Context: an optimization exercise on an open-source flow, tuned for small area. The choices shown serve that exercise and are no tape-out recipe.
Function was checked by simulation only, so behaviour that the tests miss may differ from the original.

==> run a: inputs <==
==> flow/design.v <==
module ALUControl(operation, ALUOp, ff);
	input [1:0] ALUOp;
	input [5:0] ff;
	output [2:0] operation;
	assign operation[0] = ALUOp[1] & (ff[0] | ff[3]);
	assign operation[1] = ~ALUOp[1] | ~ff[2];
	assign operation[2] = (ALUOp[1] & ff[1]) | ALUOp[0];
endmodule
module ALU32Bit(zero, carryOut, result, a, b, op);
	input [31:0] a, b;
	input [2:0] op;
	output [31:0] result;
	output zero, carryOut;
	wire sub = op[2];
	wire [31:0] bx = b ^ {32{sub}};
	wire [31:0] g = a & bx;
	wire [31:0] p = a ^ bx;
	wire G0_0 = g[0] | (p[0] & sub);
	wire G1_1 = g[1] | (p[1] & G0_0);
	wire G1_3 = g[3] | (p[3] & g[2]);
	wire P1_3 = p[3] & p[2];
	wire G1_5 = g[5] | (p[5] & g[4]);
	wire P1_5 = p[5] & p[4];
	wire G1_7 = g[7] | (p[7] & g[6]);
	wire P1_7 = p[7] & p[6];
	wire G1_9 = g[9] | (p[9] & g[8]);
	wire P1_9 = p[9] & p[8];
	wire G1_11 = g[11] | (p[11] & g[10]);
	wire P1_11 = p[11] & p[10];
	wire G1_13 = g[13] | (p[13] & g[12]);
	wire P1_13 = p[13] & p[12];
	wire G1_15 = g[15] | (p[15] & g[14]);
	wire P1_15 = p[15] & p[14];
	wire G1_17 = g[17] | (p[17] & g[16]);
	wire P1_17 = p[17] & p[16];
	wire G1_19 = g[19] | (p[19] & g[18]);
	wire P1_19 = p[19] & p[18];
	wire G1_21 = g[21] | (p[21] & g[20]);
	wire P1_21 = p[21] & p[20];
	wire G1_23 = g[23] | (p[23] & g[22]);
	wire P1_23 = p[23] & p[22];
	wire G1_25 = g[25] | (p[25] & g[24]);
	wire P1_25 = p[25] & p[24];
	wire G1_27 = g[27] | (p[27] & g[26]);
	wire P1_27 = p[27] & p[26];
	wire G1_29 = g[29] | (p[29] & g[28]);
	wire P1_29 = p[29] & p[28];
	wire G1_31 = g[31] | (p[31] & g[30]);
	wire P1_31 = p[31] & p[30];
	wire G2_2 = g[2] | (p[2] & G1_1);
	wire G2_3 = G1_3 | (P1_3 & G1_1);
	wire G2_6 = g[6] | (p[6] & G1_5);
	wire P2_6 = p[6] & P1_5;
	wire G2_7 = G1_7 | (P1_7 & G1_5);
	wire P2_7 = P1_7 & P1_5;
	wire G2_10 = g[10] | (p[10] & G1_9);
	wire P2_10 = p[10] & P1_9;
	wire G2_11 = G1_11 | (P1_11 & G1_9);
	wire P2_11 = P1_11 & P1_9;
	wire G2_14 = g[14] | (p[14] & G1_13);
	wire P2_14 = p[14] & P1_13;
	wire G2_15 = G1_15 | (P1_15 & G1_13);
	wire P2_15 = P1_15 & P1_13;
	wire G2_18 = g[18] | (p[18] & G1_17);
	wire P2_18 = p[18] & P1_17;
	wire G2_19 = G1_19 | (P1_19 & G1_17);
	wire P2_19 = P1_19 & P1_17;
	wire G2_22 = g[22] | (p[22] & G1_21);
	wire P2_22 = p[22] & P1_21;
	wire G2_23 = G1_23 | (P1_23 & G1_21);
	wire P2_23 = P1_23 & P1_21;
	wire G2_26 = g[26] | (p[26] & G1_25);
	wire P2_26 = p[26] & P1_25;
	wire G2_27 = G1_27 | (P1_27 & G1_25);
	wire P2_27 = P1_27 & P1_25;
	wire G2_30 = g[30] | (p[30] & G1_29);
	wire P2_30 = p[30] & P1_29;
	wire G2_31 = G1_31 | (P1_31 & G1_29);
	wire P2_31 = P1_31 & P1_29;
	wire G3_4 = g[4] | (p[4] & G2_3);
	wire G3_5 = G1_5 | (P1_5 & G2_3);
	wire G3_6 = G2_6 | (P2_6 & G2_3);
	wire G3_7 = G2_7 | (P2_7 & G2_3);
	wire G3_12 = g[12] | (p[12] & G2_11);
	wire P3_12 = p[12] & P2_11;
	wire G3_13 = G1_13 | (P1_13 & G2_11);
	wire P3_13 = P1_13 & P2_11;
	wire G3_14 = G2_14 | (P2_14 & G2_11);
	wire P3_14 = P2_14 & P2_11;
	wire G3_15 = G2_15 | (P2_15 & G2_11);
	wire P3_15 = P2_15 & P2_11;
	wire G3_20 = g[20] | (p[20] & G2_19);
	wire P3_20 = p[20] & P2_19;
	wire G3_21 = G1_21 | (P1_21 & G2_19);
	wire P3_21 = P1_21 & P2_19;
	wire G3_22 = G2_22 | (P2_22 & G2_19);
	wire P3_22 = P2_22 & P2_19;
	wire G3_23 = G2_23 | (P2_23 & G2_19);
	wire P3_23 = P2_23 & P2_19;
	wire G3_28 = g[28] | (p[28] & G2_27);
	wire P3_28 = p[28] & P2_27;
	wire G3_29 = G1_29 | (P1_29 & G2_27);
	wire P3_29 = P1_29 & P2_27;
	wire G3_30 = G2_30 | (P2_30 & G2_27);
	wire P3_30 = P2_30 & P2_27;
	wire G3_31 = G2_31 | (P2_31 & G2_27);
	wire P3_31 = P2_31 & P2_27;
	wire G4_8 = g[8] | (p[8] & G3_7);
	wire G4_9 = G1_9 | (P1_9 & G3_7);
	wire G4_10 = G2_10 | (P2_10 & G3_7);
	wire G4_11 = G2_11 | (P2_11 & G3_7);
	wire G4_12 = G3_12 | (P3_12 & G3_7);
	wire G4_13 = G3_13 | (P3_13 & G3_7);
	wire G4_14 = G3_14 | (P3_14 & G3_7);
	wire G4_15 = G3_15 | (P3_15 & G3_7);
	wire G4_24 = g[24] | (p[24] & G3_23);
	wire P4_24 = p[24] & P3_23;
	wire G4_25 = G1_25 | (P1_25 & G3_23);
	wire P4_25 = P1_25 & P3_23;
	wire G4_26 = G2_26 | (P2_26 & G3_23);
	wire P4_26 = P2_26 & P3_23;
	wire G4_27 = G2_27 | (P2_27 & G3_23);
	wire P4_27 = P2_27 & P3_23;
	wire G4_28 = G3_28 | (P3_28 & G3_23);
	wire P4_28 = P3_28 & P3_23;
	wire G4_29 = G3_29 | (P3_29 & G3_23);
	wire P4_29 = P3_29 & P3_23;
	wire G4_30 = G3_30 | (P3_30 & G3_23);
	wire P4_30 = P3_30 & P3_23;
	wire G4_31 = G3_31 | (P3_31 & G3_23);
	wire P4_31 = P3_31 & P3_23;
	wire G5_16 = g[16] | (p[16] & G4_15);
	wire G5_17 = G1_17 | (P1_17 & G4_15);
	wire G5_18 = G2_18 | (P2_18 & G4_15);
	wire G5_19 = G2_19 | (P2_19 & G4_15);
	wire G5_20 = G3_20 | (P3_20 & G4_15);
	wire G5_21 = G3_21 | (P3_21 & G4_15);
	wire G5_22 = G3_22 | (P3_22 & G4_15);
	wire G5_23 = G3_23 | (P3_23 & G4_15);
	wire G5_24 = G4_24 | (P4_24 & G4_15);
	wire G5_25 = G4_25 | (P4_25 & G4_15);
	wire G5_26 = G4_26 | (P4_26 & G4_15);
	wire G5_27 = G4_27 | (P4_27 & G4_15);
	wire G5_28 = G4_28 | (P4_28 & G4_15);
	wire G5_29 = G4_29 | (P4_29 & G4_15);
	wire G5_30 = G4_30 | (P4_30 & G4_15);
	wire G5_31 = G4_31 | (P4_31 & G4_15);
	wire [32:0] c;
	assign c[0] = sub;
	assign c[1] = G0_0;
	assign c[2] = G1_1;
	assign c[3] = G2_2;
	assign c[4] = G2_3;
	assign c[5] = G3_4;
	assign c[6] = G3_5;
	assign c[7] = G3_6;
	assign c[8] = G3_7;
	assign c[9] = G4_8;
	assign c[10] = G4_9;
	assign c[11] = G4_10;
	assign c[12] = G4_11;
	assign c[13] = G4_12;
	assign c[14] = G4_13;
	assign c[15] = G4_14;
	assign c[16] = G4_15;
	assign c[17] = G5_16;
	assign c[18] = G5_17;
	assign c[19] = G5_18;
	assign c[20] = G5_19;
	assign c[21] = G5_20;
	assign c[22] = G5_21;
	assign c[23] = G5_22;
	assign c[24] = G5_23;
	assign c[25] = G5_24;
	assign c[26] = G5_25;
	assign c[27] = G5_26;
	assign c[28] = G5_27;
	assign c[29] = G5_28;
	assign c[30] = G5_29;
	assign c[31] = G5_30;
	assign c[32] = G5_31;
	wire [31:0] s = p ^ c[31:0];
	wire cout = c[32];
	wire logic_op = ~op[1] & ~op[2];
	wire arith = op[1] & ~op[0];
	wire slt = op[2] & op[1] & op[0];
	assign result = ({32{logic_op}} & (g | ({32{op[0]}} & p)))
		| ({32{arith}} & s)
		| {31'b0, slt & ~cout};
	assign carryOut = arith & (cout ^ sub);
	assign zero = ~|result;
endmodule
module ALUUnit(clock, ALUOp, funct, a, b, result, zero, carryOut);
	input clock;
	input [1:0] ALUOp;
	input [5:0] funct;
	input [31:0] a, b;
	output reg [31:0] result;
	output zero;
	output reg carryOut;
	wire [2:0] operation;
	wire [31:0] aluResult;
	wire aluZero, aluCarry;
	reg [31:0] resultQ;
	reg carryQ;
	ALUControl ctl(operation, ALUOp, funct);
	ALU32Bit alu(aluZero, aluCarry, aluResult, a, b, operation);
	always @(posedge clock)
	begin
		resultQ <= aluResult;
		if (operation == 3'd2 || operation == 3'd6)
			carryQ <= aluCarry;
		result <= resultQ;
		carryOut <= carryQ;
	end
	assign zero = ~|result;
endmodule
==> flow/flow/run.sh <==
#!/bin/bash
# Standard ORFS layout with three changes: the combinational logic of the
# standard synthesis is re-mapped by ABC for area (registers untouched),
# the port buffers use the smallest buffer, and CTS builds its tree from
# clkbuf_4 without dummy loads.
set -euo pipefail
export BUFFER_PORTS_ARGS="-buffer_cell sky130_fd_sc_hd__buf_1"
export CTS_ARGS="-sink_clustering_enable -repair_clock_nets -dont_use_dummy_load -buf_list sky130_fd_sc_hd__clkbuf_4"
R=orfs/results/${FLOW_PLATFORM}/ALUUnit/base
bash standard.sh synth > standard_synth.log 2>&1
cp $R/1_2_yosys.v $R/1_2_yosys_std.v
LIB=$FLOW_HOME/platforms/sky130hd/lib/sky130_fd_sc_hd__tt_025C_1v80.lib
DU=""
for c in $(grep -oE "cell *\( *\"?sky130_fd_sc_hd__(lpflow|probe)[a-z0-9_]*" $LIB | grep -oE "sky130_fd_sc_hd__\w+"); do DU="$DU -dont_use $c"; done
YOSYS=${YOSYS_EXE:-yosys}
$YOSYS -p "read_liberty -ignore_miss_func $LIB; \
  setattr -mod -set blackbox 1 sky130_fd_sc_hd__dfxtp_1 sky130_fd_sc_hd__edfxtp_1 sky130_fd_sc_hd__ha_1 sky130_fd_sc_hd__fa_1 sky130_fd_sc_hd__conb_1; \
  read_verilog $R/1_2_yosys_std.v; hierarchy -top $FLOW_TOP; flatten; opt -purge; \
  abc -liberty $LIB -script $PWD/flow/remap.abc $DU; \
  opt_clean -purge; rename -hide w:*.*; stat -liberty $LIB; \
  write_verilog -noattr -nohex -nodec $R/1_2_yosys.v" > remap.log 2>&1
rm -f $R/1_synth.odb $R/1_synth.sdc
bash standard.sh finish > standard_finish.log 2>&1
==> flow/flow/remap.abc <==
&get -n
&st
&syn2
&dch -f
&nf -R 30 -p
&put
==> flow/standard.sh <==
#!/bin/bash
# synth_recipe.tcl (not shown) runs the flow's synth.tcl, then flattens the netlist and writes it again
# the make line also repeats each setting of config.mk as NAME=value (left out here)
make -C /OpenROAD-flow-scripts/flow DESIGN_CONFIG=/design/flow/config.mk WORK_HOME=/design/flow/orfs CLKGATE_MAP_FILE= SYNTH_SCRIPT=/design/flow/synth_recipe.tcl "${@:-finish}"
==> flow/config.mk <==
export PLATFORM = sky130hd
export DESIGN_NAME = ALUUnit
export DESIGN_NICKNAME = ALUUnit
export VERILOG_FILES = /design/flow/design.v
export SDC_FILE = /design/flow/constraint.sdc
export NUM_CORES = 4
export LEC_CHECK = 0
export CAP_MARGIN = 20
export CORE_MARGIN = 2
export CORE_UTILIZATION = 40
export SLEW_MARGIN = 20
==> flow/constraint.sdc <==
create_clock -name core_clock -period 5.0 [get_ports {clock}]
set_input_delay 1.0000 -clock core_clock [delete_from_list [all_inputs] [get_ports {clock}]]
set_output_delay 1.0000 -clock core_clock [all_outputs]
set_load 0.01 [all_outputs]
==> inputs of run b, as changes to run a <==
==> flow/design.v, changed modules only <==
module ALU32Bit(zero, carryOut, result, a, b, op);
	input [31:0] a, b;
	input [2:0] op;
	output [31:0] result;
	output zero, carryOut;
	wire sub = op[2];
	wire [31:0] bx = b ^ {32{sub}};
	wire [31:0] g = a & bx;
	wire [31:0] p = a ^ bx;
	wire G0_0 = g[0] | (p[0] & sub);
	wire G1_1 = g[1] | (p[1] & G0_0);
	wire G1_3 = g[3] | (p[3] & g[2]);
	wire P1_3 = p[3] & p[2];
	wire G1_5 = g[5] | (p[5] & g[4]);
	wire P1_5 = p[5] & p[4];
	wire G1_7 = g[7] | (p[7] & g[6]);
	wire P1_7 = p[7] & p[6];
	wire G1_9 = g[9] | (p[9] & g[8]);
	wire P1_9 = p[9] & p[8];
	wire G1_11 = g[11] | (p[11] & g[10]);
	wire P1_11 = p[11] & p[10];
	wire G1_13 = g[13] | (p[13] & g[12]);
	wire P1_13 = p[13] & p[12];
	wire G1_15 = g[15] | (p[15] & g[14]);
	wire P1_15 = p[15] & p[14];
	wire G1_17 = g[17] | (p[17] & g[16]);
	wire P1_17 = p[17] & p[16];
	wire G1_19 = g[19] | (p[19] & g[18]);
	wire P1_19 = p[19] & p[18];
	wire G1_21 = g[21] | (p[21] & g[20]);
	wire P1_21 = p[21] & p[20];
	wire G1_23 = g[23] | (p[23] & g[22]);
	wire P1_23 = p[23] & p[22];
	wire G1_25 = g[25] | (p[25] & g[24]);
	wire P1_25 = p[25] & p[24];
	wire G1_27 = g[27] | (p[27] & g[26]);
	wire P1_27 = p[27] & p[26];
	wire G1_29 = g[29] | (p[29] & g[28]);
	wire P1_29 = p[29] & p[28];
	wire G1_31 = g[31] | (p[31] & g[30]);
	wire P1_31 = p[31] & p[30];
	wire G2_3 = G1_3 | (P1_3 & G1_1);
	wire G2_7 = G1_7 | (P1_7 & G1_5);
	wire P2_7 = P1_7 & P1_5;
	wire G2_11 = G1_11 | (P1_11 & G1_9);
	wire P2_11 = P1_11 & P1_9;
	wire G2_15 = G1_15 | (P1_15 & G1_13);
	wire P2_15 = P1_15 & P1_13;
	wire G2_19 = G1_19 | (P1_19 & G1_17);
	wire P2_19 = P1_19 & P1_17;
	wire G2_23 = G1_23 | (P1_23 & G1_21);
	wire P2_23 = P1_23 & P1_21;
	wire G2_27 = G1_27 | (P1_27 & G1_25);
	wire P2_27 = P1_27 & P1_25;
	wire G2_31 = G1_31 | (P1_31 & G1_29);
	wire P2_31 = P1_31 & P1_29;
	wire G3_7 = G2_7 | (P2_7 & G2_3);
	wire G3_15 = G2_15 | (P2_15 & G2_11);
	wire P3_15 = P2_15 & P2_11;
	wire G3_23 = G2_23 | (P2_23 & G2_19);
	wire P3_23 = P2_23 & P2_19;
	wire G3_31 = G2_31 | (P2_31 & G2_27);
	wire P3_31 = P2_31 & P2_27;
	wire G4_15 = G3_15 | (P3_15 & G3_7);
	wire G4_31 = G3_31 | (P3_31 & G3_23);
	wire P4_31 = P3_31 & P3_23;
	wire G5_31 = G4_31 | (P4_31 & G4_15);
	wire G6_23 = G3_23 | (P3_23 & G4_15);
	wire G7_11 = G2_11 | (P2_11 & G3_7);
	wire G7_19 = G2_19 | (P2_19 & G4_15);
	wire G7_27 = G2_27 | (P2_27 & G6_23);
	wire G8_5 = G1_5 | (P1_5 & G2_3);
	wire G8_9 = G1_9 | (P1_9 & G3_7);
	wire G8_13 = G1_13 | (P1_13 & G7_11);
	wire G8_17 = G1_17 | (P1_17 & G4_15);
	wire G8_21 = G1_21 | (P1_21 & G7_19);
	wire G8_25 = G1_25 | (P1_25 & G6_23);
	wire G8_29 = G1_29 | (P1_29 & G7_27);
	wire G9_2 = g[2] | (p[2] & G1_1);
	wire G9_4 = g[4] | (p[4] & G2_3);
	wire G9_6 = g[6] | (p[6] & G8_5);
	wire G9_8 = g[8] | (p[8] & G3_7);
	wire G9_10 = g[10] | (p[10] & G8_9);
	wire G9_12 = g[12] | (p[12] & G7_11);
	wire G9_14 = g[14] | (p[14] & G8_13);
	wire G9_16 = g[16] | (p[16] & G4_15);
	wire G9_18 = g[18] | (p[18] & G8_17);
	wire G9_20 = g[20] | (p[20] & G7_19);
	wire G9_22 = g[22] | (p[22] & G8_21);
	wire G9_24 = g[24] | (p[24] & G6_23);
	wire G9_26 = g[26] | (p[26] & G8_25);
	wire G9_28 = g[28] | (p[28] & G7_27);
	wire G9_30 = g[30] | (p[30] & G8_29);
	wire [32:0] c;
	assign c[0] = sub;
	assign c[1] = G0_0;
	assign c[2] = G1_1;
	assign c[3] = G9_2;
	assign c[4] = G2_3;
	assign c[5] = G9_4;
	assign c[6] = G8_5;
	assign c[7] = G9_6;
	assign c[8] = G3_7;
	assign c[9] = G9_8;
	assign c[10] = G8_9;
	assign c[11] = G9_10;
	assign c[12] = G7_11;
	assign c[13] = G9_12;
	assign c[14] = G8_13;
	assign c[15] = G9_14;
	assign c[16] = G4_15;
	assign c[17] = G9_16;
	assign c[18] = G8_17;
	assign c[19] = G9_18;
	assign c[20] = G7_19;
	assign c[21] = G9_20;
	assign c[22] = G8_21;
	assign c[23] = G9_22;
	assign c[24] = G6_23;
	assign c[25] = G9_24;
	assign c[26] = G8_25;
	assign c[27] = G9_26;
	assign c[28] = G7_27;
	assign c[29] = G9_28;
	assign c[30] = G8_29;
	assign c[31] = G9_30;
	assign c[32] = G5_31;
	wire [31:0] s = p ^ c[31:0];
	wire cout = c[32];
	wire logic_op = ~op[1] & ~op[2];
	wire arith = op[1] & ~op[0];
	wire slt = op[2] & op[1] & op[0];
	assign result = ({32{logic_op}} & (g | ({32{op[0]}} & p)))
		| ({32{arith}} & s)
		| {31'b0, slt & ~cout};
	assign carryOut = arith & (cout ^ sub);
	assign zero = ~|result;
endmodule
==> flow/flow/remap.abc (replaced) <==
&get -n
&st
&deepsyn -T 20
&dch -f
&nf -R 100 -p
&put
==> metrics.cfg <==
[pwr]
p_clk_frac = 0.166

[status]
status = complete, but fails checks
failed_checks = negative setup slack

[timing]
period_minus_slack_ps = 6440
finalWorstSetupSlack_ps = -1440
final-setup-viol-count = 14

[end of results for run b]
==> metrics.cfg <==
[status]
status = finished clean

[setup_path]
worstPathArrival_ps = 4610

[final_layout]
largestRegisters = resultQ x32, result x32
finalNonFillerCells = 571

[timing]
finalWorstSetupSlack_ps = 661
final-setup-viol-count = 0
period_minus_slack_ps = 4340

[pwr]
p_clk_frac = 0.171

[hold_path]
hold_end = result[28]$_DFF_P_

[end of results for run a]

-- afterwards: timing with drivers on the ports --
The results above use ideal ports. As a check the final layouts listed here were re-extracted and re-timed, cells and wires unchanged.
Step 1, drivers: a clkbuf_16 drives clock and a buf_2 each remaining input, both assumed.
Step 2, shift: input delay + t, output delay - t, t = (earliest + latest rising clock arrival at the registers) / 2. This alone moves slack from input paths to output paths.
Slacks: ideal / step 1 / step 2; pairs: ideal / step 1.
run | t (ns) | slack for setup (ns) | hold slack, ns | worst register clock-pin slew, ns | worst data-port slew with drivers (ns)
run a | 0.414 | 0.661 / 0.667 / 0.253 | 0.330 / 0.330 / 0.330 | 0.12 / 0.12 | 0.04
run b | 0.420 | -1.441 / -1.447 / -1.867 | 0.309 / 0.309 / 0.309 | 0.10 / 0.10 | 0.05
The setup slack of run b, which loses most, moves by -0.006 ns with the drivers and by -0.426 ns with both steps.
